From an optimization exercise on the open Yosys and OpenROAD flow, aimed at small area, a short achievable clock period and few clock cycles per item; shortcuts taken in it are not production practice. At most, simulation tests tie the RTL to the original design; equivalence was not proved. Power figures rest on the tool's default switching activity, not on a simulated workload.

==> module minha_fpu, before the edit <==
module minha_fpu
(
    input logic clock_100KHz,
    input logic reset,
    input logic start,
    input logic [31:0] op_A_in,
    input logic [31:0] op_B_in,
    output logic [3:0] status_out,
    output logic [31:0] data_out,
    output logic done
);
    logic        sA, sB;
    logic [9:0]  eA, eB;
    logic [20:0] fA, fB;
    assign sA = op_A_in[31];
    assign sB = op_B_in[31];
    assign eA = op_A_in[30:21];
    assign eB = op_B_in[30:21];
    assign fA = op_A_in[20:0];
    assign fB = op_B_in[20:0];
    logic zA, zB, mA, mB, nan_res;
    assign zA = (op_A_in == 32'h0);
    assign zB = (op_B_in == 32'h0);
    assign mA = &eA;
    assign mB = &eB;
    assign nan_res = (mA && fA != 21'h0) || (mB && fB != 21'h0) || (mA && mB && (sA != sB));
    logic [9:0] dAB, dBA, d;
    logic       geE, leE, geM, unused0;
    minha_fpu_add #(10) u_dab (.a(eA), .b(~eB), .cin(1'b1), .s(dAB), .cout(geE));
    minha_fpu_add #(10) u_dba (.a(eB), .b(~eA), .cin(1'b1), .s(dBA), .cout(leE));
    logic [30:0] cmp_s;
    minha_fpu_add #(31) u_cmp (.a(op_A_in[30:0]), .b(~op_B_in[30:0]), .cin(1'b1), .s(cmp_s), .cout(geM));
    logic        swap, sX;
    logic [9:0]  eX;
    logic [20:0] fX, fY;
    assign swap = !geM;
    assign sX = swap ? sB : sA;
    assign fX = swap ? fB : fA;
    assign fY = swap ? fA : fB;
    assign eX = geE ? eA : eB;
    assign d  = geE ? dAB : dBA;
    logic        big, sub;
    logic [21:0] mY;
    logic [22:0] m;
    logic [9:0]  eX1;
    assign big = (d[9:5] != 5'd0) || (d[4:0] > 5'd22);
    assign mY  = {1'b1, fY} >> d[4:0];
    assign sub = sA ^ sB;
    minha_fpu_add #(23) u_add (.a({2'b01, fX}), .b({1'b0, mY} ^ {23{sub}}), .cin(sub), .s(m), .cout(unused0));
    assign eX1 = eX + 10'd1;
    logic        s_d, pass_d;
    logic [9:0]  e_d;
    logic [20:0] f_d;
    logic [1:0]  ps_d;
    always_comb begin
        pass_d = 1'b1;
        s_d = sX; e_d = eX; f_d = fX; ps_d = 2'd2;
        if (zA) begin
            s_d = sB; e_d = eB; f_d = fB; ps_d = 2'd0;
        end else if (zB) begin
            s_d = sA; e_d = eA; f_d = fA; ps_d = 2'd0;
        end else if (mA || mB) begin
            e_d = 10'h3FF;
            if (nan_res) begin
                s_d = 1'b0; f_d = 21'h1; ps_d = 2'd3;
            end else begin
                s_d = mA ? sA : sB; f_d = 21'h0; ps_d = 2'd1;
            end
        end else if (!big) begin
            pass_d = 1'b0; e_d = eX1;
        end
    end
    logic        s_q, pass_q;
    logic [9:0]  e_q;
    logic [22:0] m_q;
    logic [1:0]  ps_q;
    always_ff @(posedge clock_100KHz) begin
        if (start) begin
            s_q    <= s_d;
            pass_q <= pass_d;
            e_q    <= e_d;
            m_q    <= pass_d ? {1'b0, f_d[18:0], 1'b0, f_d[20:19]} : m;
            ps_q   <= ps_d;
        end
    end
    always_ff @(posedge clock_100KHz or negedge reset) begin
        if (!reset) done <= 1'b0;
        else if (start) done <= 1'b1;
    end
    logic [4:0]  z;
    logic [22:0] n5;
    always_comb begin
        logic [31:0] v;
        logic [4:0]  zz [32];
        logic [31:0] nv;
        logic [4:0]  nz [32];
        v = {m_q, 9'h1FF};
        for (int i = 0; i < 32; i++) zz[i] = 5'd0;
        for (int w = 1; w < 32; w = w * 2) begin
            nv = '0;
            for (int i = 0; i < 32; i++) nz[i] = 5'd0;
            for (int j = 0; j < 32 / (2 * w); j++) begin
                nv[j] = v[2*j+1] | v[2*j];
                nz[j] = v[2*j+1] ? zz[2*j+1] : (zz[2*j] | 5'(w));
            end
            v = nv;
            for (int i = 0; i < 32; i++) zz[i] = nz[i];
        end
        z = pass_q ? 5'd0 : zz[0];
        n5 = m_q << z;
    end
    logic [9:0] en;
    logic       uf, unused1;
    minha_fpu_add #(10) u_en (.a(e_q), .b(~{5'd0, z}), .cin(1'b1), .s(en), .cout(unused1));
    assign uf = !pass_q && (m_q == 23'h0 || (e_q[9:5] == 5'd0 && e_q[4:0] == z));
    assign data_out = uf ? 32'h0 : {s_q, en, (pass_q ? m_q[1:0] : 2'b01), n5[21:3]};
    always_comb begin
        if (pass_q)  status_out = 4'b0001 << ps_q;
        else if (uf) status_out = 4'b0100;
        else         status_out = n5[2] ? 4'b1000 : 4'b0001;
    end
endmodule
Settings: LEC_CHECK=0, ABC_AREA=1, CAP_MARGIN=20, CORE_MARGIN=2, CORE_UTILIZATION=40, SETUP_SLACK_MARGIN=4.5, SLEW_MARGIN=20; clock period 11.0 ns.
standard.sh (not shown) runs the stock make flow with config.mk's settings and CLKGATE_MAP_FILE= SYNTH_SCRIPT=/design/flow/synth_recipe.tcl, a recipe that flattens the netlist after the stock synthesis.
==> flow/flow/run.sh <==
#!/bin/bash
# Standard ORFS layout (the standard.sh) with two changes:
# - the port buffers use sky130_fd_sc_hd__buf_1 instead of the cell buffer_ports
#   picks by default;
# - synthesis does not extract full/half adder cells (ADDER_MAP_FILE empty), so
#   ABC maps the prefix adders of the RTL itself.
set -euo pipefail
export BUFFER_PORTS_ARGS="-buffer_cell sky130_fd_sc_hd__buf_1"
export ADDER_MAP_FILE=
bash standard.sh > standard.log 2>&1
Testbench counts at the start, summed over its fixed seeds: cycles 24,000, items 24,000.
==> next run, changes <==
--- a/flow/design.v
+++ b/flow/design.v
@@ -61,46 +61,38 @@
     logic [30:0] cmp_s;
     minha_fpu_add #(31) u_cmp (.a(op_A_in[30:0]), .b(~op_B_in[30:0]), .cin(1'b1), .s(cmp_s), .cout(geM));
     logic        swap, sX;
     logic [9:0]  eX;
-    logic [20:0] fX, fY;
+    logic [20:0] fY;
     assign swap = !geM;
     assign sX = swap ? sB : sA;
-    assign fX = swap ? fB : fA;
     assign fY = swap ? fA : fB;
     assign eX = geE ? eA : eB;
     assign d  = geE ? dAB : dBA;
-    logic        big, sub;
-    logic [21:0] mY;
+    logic        spec, big, pass_d, kill, selB, sub;
+    logic [20:0] fXp;
+    logic [21:0] mY, mYp;
     logic [22:0] m;
-    logic [9:0]  eX1;
-    assign big = (d[9:5] != 5'd0) || (d[4:0] > 5'd22);
-    assign mY  = {1'b1, fY} >> d[4:0];
-    assign sub = sA ^ sB;
-    minha_fpu_add #(23) u_add (.a({2'b01, fX}), .b({1'b0, mY} ^ {23{sub}}), .cin(sub), .s(m), .cout(unused0));
-    assign eX1 = eX + 10'd1;
-    logic        s_d, pass_d;
-    logic [9:0]  e_d;
-    logic [20:0] f_d;
-    logic [1:0]  ps_d;
+    assign spec   = !zA && !zB && (mA || mB);
+    assign big    = (d[9:5] != 5'd0) || (d[4:0] > 5'd22);
+    assign pass_d = zA || zB || mA || mB || big;
+    assign kill   = zA || zB || mA || mB || (d[9:5] != 5'd0);
+    assign selB   = zA || (!zB && swap);
+    assign fXp    = spec ? {20'h0, nan_res} : (selB ? fB : fA);
+    assign mY     = {1'b1, fY} >> d[4:0];
+    assign mYp    = kill ? 22'h0 : mY;
+    assign sub    = sA ^ sB;
+    minha_fpu_add #(23) u_add (.a({2'b01, fXp}), .b({1'b0, mYp} ^ {23{sub}}), .cin(sub), .s(m), .cout(unused0));
+    logic [9:0] e_raw, e_d;
+    logic       s_d;
+    logic [1:0] ps_d;
     always_comb begin
-        pass_d = 1'b1;
-        s_d = sX; e_d = eX; f_d = fX; ps_d = 2'd2;
-        if (zA) begin
-            s_d = sB; e_d = eB; f_d = fB; ps_d = 2'd0;
-        end else if (zB) begin
-            s_d = sA; e_d = eA; f_d = fA; ps_d = 2'd0;
-        end else if (mA || mB) begin
-            e_d = 10'h3FF;
-            if (nan_res) begin
-                s_d = 1'b0; f_d = 21'h1; ps_d = 2'd3;
-            end else begin
-                s_d = mA ? sA : sB; f_d = 21'h0; ps_d = 2'd1;
-            end
-        end else if (!big) begin
-            pass_d = 1'b0; e_d = eX1;
-        end
+        if (zA)        begin e_raw = eB;     s_d = sB;  ps_d = 2'd0; end
+        else if (zB)   begin e_raw = eA;     s_d = sA;  ps_d = 2'd0; end
+        else if (spec) begin e_raw = 10'h3FF; s_d = nan_res ? 1'b0 : (mA ? sA : sB); ps_d = nan_res ? 2'd3 : 2'd1; end
+        else           begin e_raw = eX;     s_d = sX;  ps_d = 2'd2; end
     end
+    assign e_d = e_raw + {8'd0, pass_d, 1'b1};
     logic        s_q, pass_q;
     logic [9:0]  e_q;
     logic [22:0] m_q;
     logic [1:0]  ps_q;
@@ -108,9 +100,9 @@
         if (start) begin
             s_q    <= s_d;
             pass_q <= pass_d;
             e_q    <= e_d;
-            m_q    <= pass_d ? {1'b0, f_d[18:0], 1'b0, f_d[20:19]} : m;
+            m_q    <= m;
             ps_q   <= ps_d;
         end
     end
     always_ff @(posedge clock_100KHz or negedge reset) begin
@@ -135,16 +127,16 @@
             end
             v = nv;
             for (int i = 0; i < 32; i++) zz[i] = nz[i];
         end
-        z = pass_q ? 5'd0 : zz[0];
+        z = pass_q ? 5'd3 : zz[0];
         n5 = m_q << z;
     end
     logic [9:0] en;
     logic       uf, unused1;
     minha_fpu_add #(10) u_en (.a(e_q), .b(~{5'd0, z}), .cin(1'b1), .s(en), .cout(unused1));
     assign uf = !pass_q && (m_q == 23'h0 || (e_q[9:5] == 5'd0 && e_q[4:0] == z));
-    assign data_out = uf ? 32'h0 : {s_q, en, (pass_q ? m_q[1:0] : 2'b01), n5[21:3]};
+    assign data_out = uf ? 32'h0 : {s_q, en, (pass_q ? m_q[20:19] : 2'b01), n5[21:3]};
     always_comb begin
         if (pass_q)  status_out = 4'b0001 << ps_q;
         else if (uf) status_out = 4'b0100;
         else         status_out = n5[2] ? 4'b1000 : 4'b0001;
- The changed run produced a clean layout
- power is higher by about a fifth
- critical path depth is lower by 3
- register-to-register slack barely changes
- clock-buffer cell count is lower by 2
- final cell count is lower by a few percent
- sequential share of layout area is higher by 0.27 points
- non-clock buffer count is higher by 14
- clock power is higher by about a fifth
- setup slack got worse by 81 ps
- cell area is lower by a few percent
- global-route usage is higher by 1.4 points
- sequential power is higher by about a fifth
Function not checked in the second run of this note: the RTL went through the layout flow alone.

==> port drivers added, routing unchanged <==
The flow's constraints put no driver on any port. The routed layouts listed below were extracted and timed again, unchanged, in two steps.
Step 1: set_driving_cell puts a clkbuf_16 on clock_100KHz and a buf_2 on each other input, an assumption about the parent block.
Step 2 moves the port delays by t, midway between the first and last clock arrival at a register: inputs arrive t later, outputs are due t later. That takes back most of the time a late clock gives input paths.
Slacks: ideal ports / drivers / drivers and shift; pairs: ideal ports / drivers.
| run | t, ns | setup WS [ns] | hold WS [ns] | latest minus earliest clock arrival (ns) |
|---|---|---|---|---|
| the first run | 0.315 | 4.800 / 4.806 / 4.491 | 0.466 / 0.466 / 0.466 | 0.003 / 0.003 |
| the second run | 0.308 | 4.718 / 4.728 / 4.419 | 0.478 / 0.478 / 0.478 | 0.009 / 0.009 |
After both steps setup and hold are still met in every run listed. The setup slack of the first run, which loses most, moves by +0.006 ns with the drivers and by -0.309 ns with both steps.
